This is an optimization exercise on Yosys and OpenROAD, whose aim is small area, a short achievable clock period and few clock cycles, not a production implementation.
In this exercise RTL edits were held to simulation tests only and were not proved equivalent to the original.
Power figures rest on the tool's default switching activity, not on a simulated workload.

<file path="flow/design.v">
module axi_to_req_converter (
    input  wire          clk,
    input  wire          resetn,
    input  wire [31:0] s_axi_awaddr,
    input  wire        s_axi_awvalid,
    output reg          s_axi_awready,
    input  wire [31:0] s_axi_wdata,
    input  wire [3:0]  s_axi_wstrb,
    input  wire        s_axi_wvalid,
    output reg          s_axi_wready,
    output reg  [1:0]  s_axi_bresp,
    output reg          s_axi_bvalid,
    input  wire        s_axi_bready,
    input  wire [31:0] s_axi_araddr,
    input  wire        s_axi_arvalid,
    output reg          s_axi_arready,
    output reg [31:0]  s_axi_rdata,
    output reg [1:0]   s_axi_rresp,
    output reg          s_axi_rvalid,
    input  wire        s_axi_rready,
    output reg          req_valid,
    input  wire          req_ready,
    output reg [31:0]  req_addr,
    output reg [31:0]  req_wdata,
    output reg          req_write,
    input  wire [31:0] resp_rdata,
    input  wire          resp_done
);
    localparam IDLE         = 7'b0000001;
    localparam WRITE_REQ    = 7'b0000010;
    localparam WRITE_WAIT   = 7'b0000100;
    localparam WRITE_RESP   = 7'b0001000;
    localparam READ_REQ     = 7'b0010000;
    localparam READ_WAIT    = 7'b0100000;
    localparam READ_RESP    = 7'b1000000;
    (* FSM_ENCODING = "ONE_HOT" *) reg [6:0] state, next_state;
    reg        do_aw_ready, do_w_ready, do_ar_ready;
    reg        do_req_valid, do_b_valid, do_r_valid;
    reg [31:0] stored_addr, stored_wdata, stored_rdata;
    reg        stored_write;
    reg [31:0] resp_rdata_reg;
    reg        resp_done_reg;
    always @(posedge clk) begin
        if (!resetn) begin
            resp_rdata_reg <= 32'h0;
            resp_done_reg <= 1'b0;
        end else begin
            resp_rdata_reg <= resp_rdata;
            resp_done_reg <= resp_done;
        end
    end
    always @(posedge clk or negedge resetn) begin
        if (!resetn) begin
            state <= IDLE;
        end else begin
            state <= next_state;
        end
    end
    always @(posedge clk or negedge resetn) begin
        if (!resetn) begin
            do_aw_ready <= 1'b0;
            do_w_ready <= 1'b0;
            do_ar_ready <= 1'b0;
            do_req_valid <= 1'b0;
            do_b_valid <= 1'b0;
            do_r_valid <= 1'b0;
            stored_addr <= 32'h0;
            stored_wdata <= 32'h0;
            stored_rdata <= 32'h0;
            stored_write <= 1'b0;
        end else begin
            do_aw_ready <= 1'b0;
            do_w_ready <= 1'b0;
            do_ar_ready <= 1'b0;
            case (state)
                IDLE: begin
                    do_req_valid <= 1'b0;
                    if (s_axi_awvalid && s_axi_wvalid) begin
                        do_aw_ready <= 1'b1;
                        do_w_ready <= 1'b1;
                        stored_addr <= s_axi_awaddr;
                        stored_wdata <= s_axi_wdata;
                        stored_write <= 1'b1;
                    end else if (s_axi_arvalid) begin
                        do_ar_ready <= 1'b1;
                        stored_addr <= s_axi_araddr;
                        stored_write <= 1'b0;
                    end
                end
                WRITE_REQ, READ_REQ: begin
                    do_req_valid <= 1'b1;
                end
                WRITE_WAIT: begin
                    do_req_valid <= 1'b0;
                    if (resp_done_reg) begin
                        do_b_valid <= 1'b1;
                    end
                end
                WRITE_RESP: begin
                    if (s_axi_bvalid && s_axi_bready) begin
                        do_b_valid <= 1'b0;
                    end
                end
                READ_WAIT: begin
                    do_req_valid <= 1'b0;
                    if (resp_done_reg) begin
                        do_r_valid <= 1'b1;
                        stored_rdata <= resp_rdata_reg;
                    end
                end
                READ_RESP: begin
                    if (s_axi_rvalid && s_axi_rready) begin
                        do_r_valid <= 1'b0;
                    end
                end
                default: begin
                    do_req_valid <= 1'b0;
                    do_b_valid <= 1'b0;
                    do_r_valid <= 1'b0;
                end
            endcase
        end
    end
    always @(posedge clk or negedge resetn) begin
        if (!resetn) begin
            s_axi_awready <= 1'b0;
            s_axi_wready <= 1'b0;
            s_axi_arready <= 1'b0;
            s_axi_bresp <= 2'b00;
            s_axi_bvalid <= 1'b0;
            s_axi_rdata <= 32'h0;
            s_axi_rresp <= 2'b00;
            s_axi_rvalid <= 1'b0;
            req_valid <= 1'b0;
            req_addr <= 32'h0;
            req_wdata <= 32'h0;
            req_write <= 1'b0;
        end else begin
            s_axi_awready <= do_aw_ready;
            s_axi_wready <= do_w_ready;
            s_axi_arready <= do_ar_ready;
            req_valid <= do_req_valid;
            s_axi_bvalid <= do_b_valid && !(s_axi_bvalid && s_axi_bready);
            s_axi_rvalid <= do_r_valid && !(s_axi_rvalid && s_axi_rready);
            req_addr <= stored_addr;
            req_wdata <= stored_wdata;
            req_write <= stored_write;
            s_axi_rdata <= stored_rdata;
            s_axi_bresp <= 2'b00;
            s_axi_rresp <= 2'b00;
        end
    end
    always @(*) begin
        next_state = state;
        case (state)
            IDLE: begin
                if (s_axi_awvalid && s_axi_wvalid) begin
                    next_state = WRITE_REQ;
                end else if (s_axi_arvalid) begin
                    next_state = READ_REQ;
                end
            end
            WRITE_REQ: begin
                if (req_ready) begin
                    next_state = WRITE_WAIT;
                end
            end
            WRITE_WAIT: begin
                if (resp_done_reg) begin
                    next_state = WRITE_RESP;
                end
            end
            WRITE_RESP: begin
                if (s_axi_bvalid && s_axi_bready) begin
                    next_state = IDLE;
                end
            end
            READ_REQ: begin
                if (req_ready) begin
                    next_state = READ_WAIT;
                end
            end
            READ_WAIT: begin
                if (resp_done_reg) begin
                    next_state = READ_RESP;
                end
            end
            READ_RESP: begin
                if (s_axi_rvalid && s_axi_rready) begin
                    next_state = IDLE;
                end
            end
            default: next_state = IDLE;
        endcase
    end
endmodule
    module apb_master(
    input wire clk,
    input wire resetn,
    output wire [31:0] paddr,
    output wire psel,
    output wire penable,
    output wire pwrite,
    output wire [31:0] pwdata,
    input wire [31:0] prdata,
    input wire pready,
    input wire req_valid,
    output wire req_ready,
    input wire [31:0] req_addr,
    input wire [31:0] req_wdata,
    input wire req_write,
    output wire [31:0] resp_rdata,
    output wire resp_done
);
    reg [31:0] addr_reg, wdata_reg;
    reg write_reg;
    reg [31:0] resp_rdata_reg1, resp_rdata_reg2;
    reg resp_done_reg1, resp_done_reg2;
    localparam IDLE    = 3'b001;
    localparam SETUP   = 3'b010;
    localparam ACCESS  = 3'b100;
    (* FSM_ENCODING = "ONE_HOT" *) reg [2:0] state, next_state;
    always @(posedge clk) begin
        if (!resetn) begin
            state <= IDLE;
            addr_reg <= 32'h0;
            wdata_reg <= 32'h0;
            write_reg <= 1'b0;
        end else begin
            state <= next_state;
            if(state == IDLE && req_valid && req_ready) begin
                addr_reg <= req_addr;
                wdata_reg <= req_wdata;
                write_reg <= req_write;
            end
        end
    end
    always @(posedge clk) begin
        if (!resetn) begin
            resp_rdata_reg1 <= 32'h0;
            resp_done_reg1 <= 1'b0;
            resp_rdata_reg2 <= 32'h0;
            resp_done_reg2 <= 1'b0;
        end else begin
            resp_rdata_reg1 <= prdata;
            resp_done_reg1 <= (state == ACCESS && pready);
            resp_rdata_reg2 <= resp_rdata_reg1;
            resp_done_reg2 <= resp_done_reg1;
        end
    end
    always @(*) begin
        next_state = state;
        case(state)
            IDLE:   if(req_valid && req_ready) next_state = SETUP;
            SETUP:  next_state = ACCESS;
            ACCESS: if(pready) next_state = IDLE;
            default: next_state = IDLE;
        endcase
    end
    assign req_ready  = (state == IDLE);
    assign paddr      = addr_reg;
    assign pwdata     = wdata_reg;
    assign pwrite     = write_reg;
    assign psel       = (state != IDLE);
    assign penable    = (state == ACCESS);
    assign resp_rdata = resp_rdata_reg2;
    assign resp_done  = resp_done_reg2;
endmodule
module axi_apb_bridge_core (
    input  wire          clk,
    input  wire          resetn,
    input  wire [31:0] s_axi_awaddr,
    input  wire        s_axi_awvalid,
    output wire        s_axi_awready,
    input  wire [31:0] s_axi_wdata,
    input  wire [3:0]  s_axi_wstrb,
    input  wire        s_axi_wvalid,
    output wire        s_axi_wready,
    output wire [1:0]  s_axi_bresp,
    output wire        s_axi_bvalid,
    input  wire        s_axi_bready,
    input  wire [31:0] s_axi_araddr,
    input  wire        s_axi_arvalid,
    output wire        s_axi_arready,
    output wire [31:0] s_axi_rdata,
    output wire [1:0]  s_axi_rresp,
    output wire        s_axi_rvalid,
    input  wire        s_axi_rready,
    output wire [31:0] apb_paddr,
    output wire        apb_psel,
    output wire        apb_penable,
    output wire        apb_pwrite,
    output wire [31:0] apb_pwdata,
    input  wire [31:0] apb_prdata,
    input  wire        apb_pready
);
    wire          req_valid;
    wire          req_ready;
    wire [31:0] req_addr;
    wire [31:0] req_wdata;
    wire          req_write;
    wire [31:0] resp_rdata;
    wire          resp_done;
    axi_to_req_converter u_axi_to_req (
        .clk(clk),
        .resetn(resetn),
        .s_axi_awaddr(s_axi_awaddr),
        .s_axi_awvalid(s_axi_awvalid),
        .s_axi_awready(s_axi_awready),
        .s_axi_wdata(s_axi_wdata),
        .s_axi_wstrb(s_axi_wstrb),
        .s_axi_wvalid(s_axi_wvalid),
        .s_axi_wready(s_axi_wready),
        .s_axi_bresp(s_axi_bresp),
        .s_axi_bvalid(s_axi_bvalid),
        .s_axi_bready(s_axi_bready),
        .s_axi_araddr(s_axi_araddr),
        .s_axi_arvalid(s_axi_arvalid),
        .s_axi_arready(s_axi_arready),
        .s_axi_rdata(s_axi_rdata),
        .s_axi_rresp(s_axi_rresp),
        .s_axi_rvalid(s_axi_rvalid),
        .s_axi_rready(s_axi_rready),
        .req_valid(req_valid),
        .req_ready(req_ready),
        .req_addr(req_addr),
        .req_wdata(req_wdata),
        .req_write(req_write),
        .resp_rdata(resp_rdata),
        .resp_done(resp_done)
    );
    apb_master u_apb_master (
        .clk(clk),
        .resetn(resetn),
        .req_valid(req_valid),
        .req_ready(req_ready),
        .req_addr(req_addr),
        .req_wdata(req_wdata),
        .req_write(req_write),
        .resp_rdata(resp_rdata),
        .resp_done(resp_done),
        .paddr(apb_paddr),
        .psel(apb_psel),
        .penable(apb_penable),
        .pwrite(apb_pwrite),
        .pwdata(apb_pwdata),
        .prdata(apb_prdata),
        .pready(apb_pready)
    );
endmodule
</file>
<file path="flow/run.sh">
#!/bin/bash
# synth_recipe.tcl (not shown) runs the flow's synth.tcl, then flattens the netlist and writes it again
# the make line also repeats each setting of config.mk as NAME=value (left out here)
make -C /OpenROAD-flow-scripts/flow DESIGN_CONFIG=/design/flow/config.mk WORK_HOME=/design/flow/orfs CLKGATE_MAP_FILE= SYNTH_SCRIPT=/design/flow/synth_recipe.tcl finish
</file>
<file path="flow/config.mk">
export PLATFORM = sky130hd
export DESIGN_NAME = axi_apb_bridge_core
export DESIGN_NICKNAME = axi_apb_bridge_core
export VERILOG_FILES = /design/flow/design.v
export SDC_FILE = /design/flow/constraint.sdc
export NUM_CORES = 4
export LEC_CHECK = 0
export CAP_MARGIN = 20
export CORE_MARGIN = 2
export CORE_UTILIZATION = 40
export SLEW_MARGIN = 20
</file>
<file path="flow/constraint.sdc">
create_clock -name core_clock -period 5.0 [get_ports {clk}]
set_input_delay 1.0000 -clock core_clock [delete_from_list [all_inputs] [get_ports {clk}]]
set_output_delay 1.0000 -clock core_clock [all_outputs]
set_load 0.01 [all_outputs]
</file>
==> results.ini <==
[critical_path]
cp_max_fo = 7
critical_path_arrival_ns = 2.38
worstSetupStartpointType = flip-flop
crit_path_end_kind = output pin
critPathKind = reg2out
critPathRequiredTime_ns = 4.00

[synthesis]
synth-edff-count = 0
muxShareOfSynthArea = 0.100
synthTopCellsByArea = dfrtp_1 (42%), dfxtp_1 (26%), mux2_4 (6.9%), and2_1 (5.0%), nand2_1 (4.0%)
ys_warn_count = 2
yosys.area_share.xor_xnor = 0.00138
yosysSeqAreaShare = 0.682
avgSynthCellArea_um2 = 13.0
yosys.area.top_type = dfrtp_1
synth_cell_types = 48
synthSimpleGateAreaFrac = 0.123
synth_top_family_by_area = simple AND/OR/NAND/NOR gates
yosys.area_share.adder = 0
yosysTopAreaCellShare = 0.415
synthCells = 972
synth_ff_type = dfrtp_1
ys_ff_latch = 378
syn-cell-area_um2 = 12700
synth_compound_area_frac = 0.0644
async_reset_ff_frac = 0.558

[job]
drv_cap = 0

[power_and_ir_drop]
comb_power_share = 0.191
swShare = 0.267
ir_drop_mv = 0.333
p_int_w = 0.00644
p_leak_nw = 7.17
pwr-share-clk = 0.344
cellPowerDensity_nw_per_um2 = 525
p_switching_w = 0.00235
p_seq_frac = 0.465

[cts]
cts_root_buf = clkbuf_16
insertion_delay_ns = 0.53
cts_tree = built
cts_num_sinks = 378
cts_buffers = 41
htreeDepth = 2
path_clk_slew_ns = 0.06
cts_setup_buffers = 0
cts_buffer_depth = 3
cts_resized = 0
cts_hold_buf = 0

[timing]
hold_slack_ns = 0.352
fin_tns_setup_ns = 0
setup_violations = 0
hold_violations = 0
skew_ns = 0.0100
fmax_ghz = 0.296
tightestPinTransition_ns = 0.919
fin_crit_sh = 0.676
finalMaxSlewViolations = 0
period_minus_slack_ns = 3.38
rsz0062_at_grt = no
maxSlewHeadroom = 0.386

[finish]
diodes = 0
layout_common_cells = clkdlybuf4s50_1 (238), dfrtp_1 (210), dfxtp_1 (167)
drive_above_1_share = 0.125
layout.nets = 1347
syn2layout_area_growth_pct = 32.1
mostFrequentLayoutCell = clkdlybuf4s50_1

[status]
status = no timing/DRC/antenna violations

[floorplan]
io-pin-count = 248
start_util = 0.403
rows = 65
fp.dieH_um = 182
die_x_um = 182
coreArea_um2 = 31400
fp.dieArea_um2 = 33100

[grt]
grt_pass1_wl_um = 39100
grt_use_total = 0.147
antenna_found_initial = 1
grt_pass1_vias = 7483
overflow = 0
grt_max_degree = 119

[drt]
firstDrtPassIters = 4
drt_iter0_drc = 241
avgViaCountPerCell = 4.52
wl_per_cell_um = 14.6
dr_total_vias = 7424
detail-route-antenna-nets = 0
wirelength_um = 23900
drc_errors = 0

[place]
hpwl_um = 15200
portBuffers = 239
place_congestion = 0.734

[min_path]
hp-class = reg2reg

-- metrics by stage --
stage / power (W) / instance area (µm²) / setup slack [ns] / util / cells
6_report: 0.00878 / 16700 / 1.62 / 0.533 / 1641
5_1_grt: 0.00930 / 16700 / 1.40 / 0.533 / 1641
4_1_cts: 0.00893 / 16700 / 1.58 / 0.533 / 1641
3_5_place_dp: 0.00585 / 15300 / 2.13 / 0.488 / 1566
3_3_place_gp: 0.00579 / 15300 / 2.15 / 0.488 / 1566
2_1_floorplan: 0.00517 / 12700 / 2.74 / - / 975
-- synth_stat cells (7+ instances only) --
master	instances
nand2_1	134
buf_6	7
a21boi_0	65
dfrtp_1	210
clkbuf_1	30
mux2_4	58
nor2_1	40
dfxtp_1	167
a21oi_1	39
buf_4	7
and2_1	101
mux2i_1	33
-- metal layers --
| layer | wire [µm] | GRT usage | vias to the layer above |
|---|---|---|---|
| met5 | 15 | 0 | - |
| met4 | 570 | 0.0435 | 2 |
| met1 | 10200 | 0.180 | 3529 |
| li1 | - | - | 3656 |
| met3 | 1760 | 0.0485 | 47 |
| met2 | 11400 | 0.250 | 190 |
-- worst max-delay path, cell delays in order, from the launching register on --
cell             delay [ns]
dfxtp_1                0.38
nor3b_1                0.77
inv_1                  0.11
clkdlybuf4s50_1        0.59
-- kinds of logic after synthesis --
kind of cell,after synthesis
compound gates,120
buf+inv,63
other cells,1
mux,97
xor+xnor,2
simple gates,311
flops,378
-- final timing paths --
path / to / cells past startpoint / startpoint / slack (ns)
worst min register to register: u_axi_to_req.s_axi_awready / 0 / u_axi_to_req.do_aw_ready / 0.35
worst max register to register: u_apb_master.addr_reg[2] / 5 / u_apb_master.state[0] / 2.20
max in group asynchronous: u_axi_to_req.s_axi_awready / 2 / resetn / 3.52
worst max-delay path: apb_psel / 3 / u_apb_master.state[0] / 1.62
worst min-delay path: u_axi_to_req.s_axi_awready / 0 / u_axi_to_req.do_aw_ready / 0.35
min in group asynchronous: u_axi_to_req.stored_rdata[14] / 1 / resetn / 0.44
-- power by group through the flow --
stage / Sequential, W / Combinational, W / Clock, W
floorplan: 0.00411 / 0.00106 / 0
finish: 0.00409 / 0.00168 / 0.00302
global placement: 0.00412 / 0.00167 / 0
global route: 0.00418 / 0.00187 / 0.00325
CTS: 0.00409 / 0.00172 / 0.00311
detailed placement: 0.00415 / 0.00170 / 0
-- layout make-up --
class / count / area (µm²)
Clock inverter: 16 / 193
Sequential cell: 378 / 8620
Tap cell: 402 / 503
Multi-Input combinational cell: 534 / 3680
Inverter: 4 / 15.0
Timing Repair Buffer: 248 / 2490
Fill cell: 2692 / 14700
Clock buffer: 59 / 1210
Testbench counts, summed over its fixed seeds: cycles 39,099.

[static timing again, ports no longer ideal]
The results above use ideal ports. As a check the final layout listed here was re-extracted and re-timed, cells and wires unchanged.
Step 1, drivers: a clkbuf_16 drives clk and a buf_2 each remaining input, both assumed.
Step 2 moves the port delays by t, midway between the first and last clock arrival at a register: inputs arrive t later, outputs are due t later. That takes back most of the time a late clock gives input paths.
Slacks: ideal ports / drivers / drivers and shift; pairs: ideal ports / drivers.
shift t [ns]: 0.578
setup WS [ns]: 1.619 / 1.568 / 2.103
latest minus earliest clock arrival (ns): 0.013 / 0.014
worst slew at a driven data input, ns: 0.07
After both steps this run still meets setup and hold. For this run, drivers alone change the setup slack by -0.051 ns; drivers and shift together by +0.484 ns.
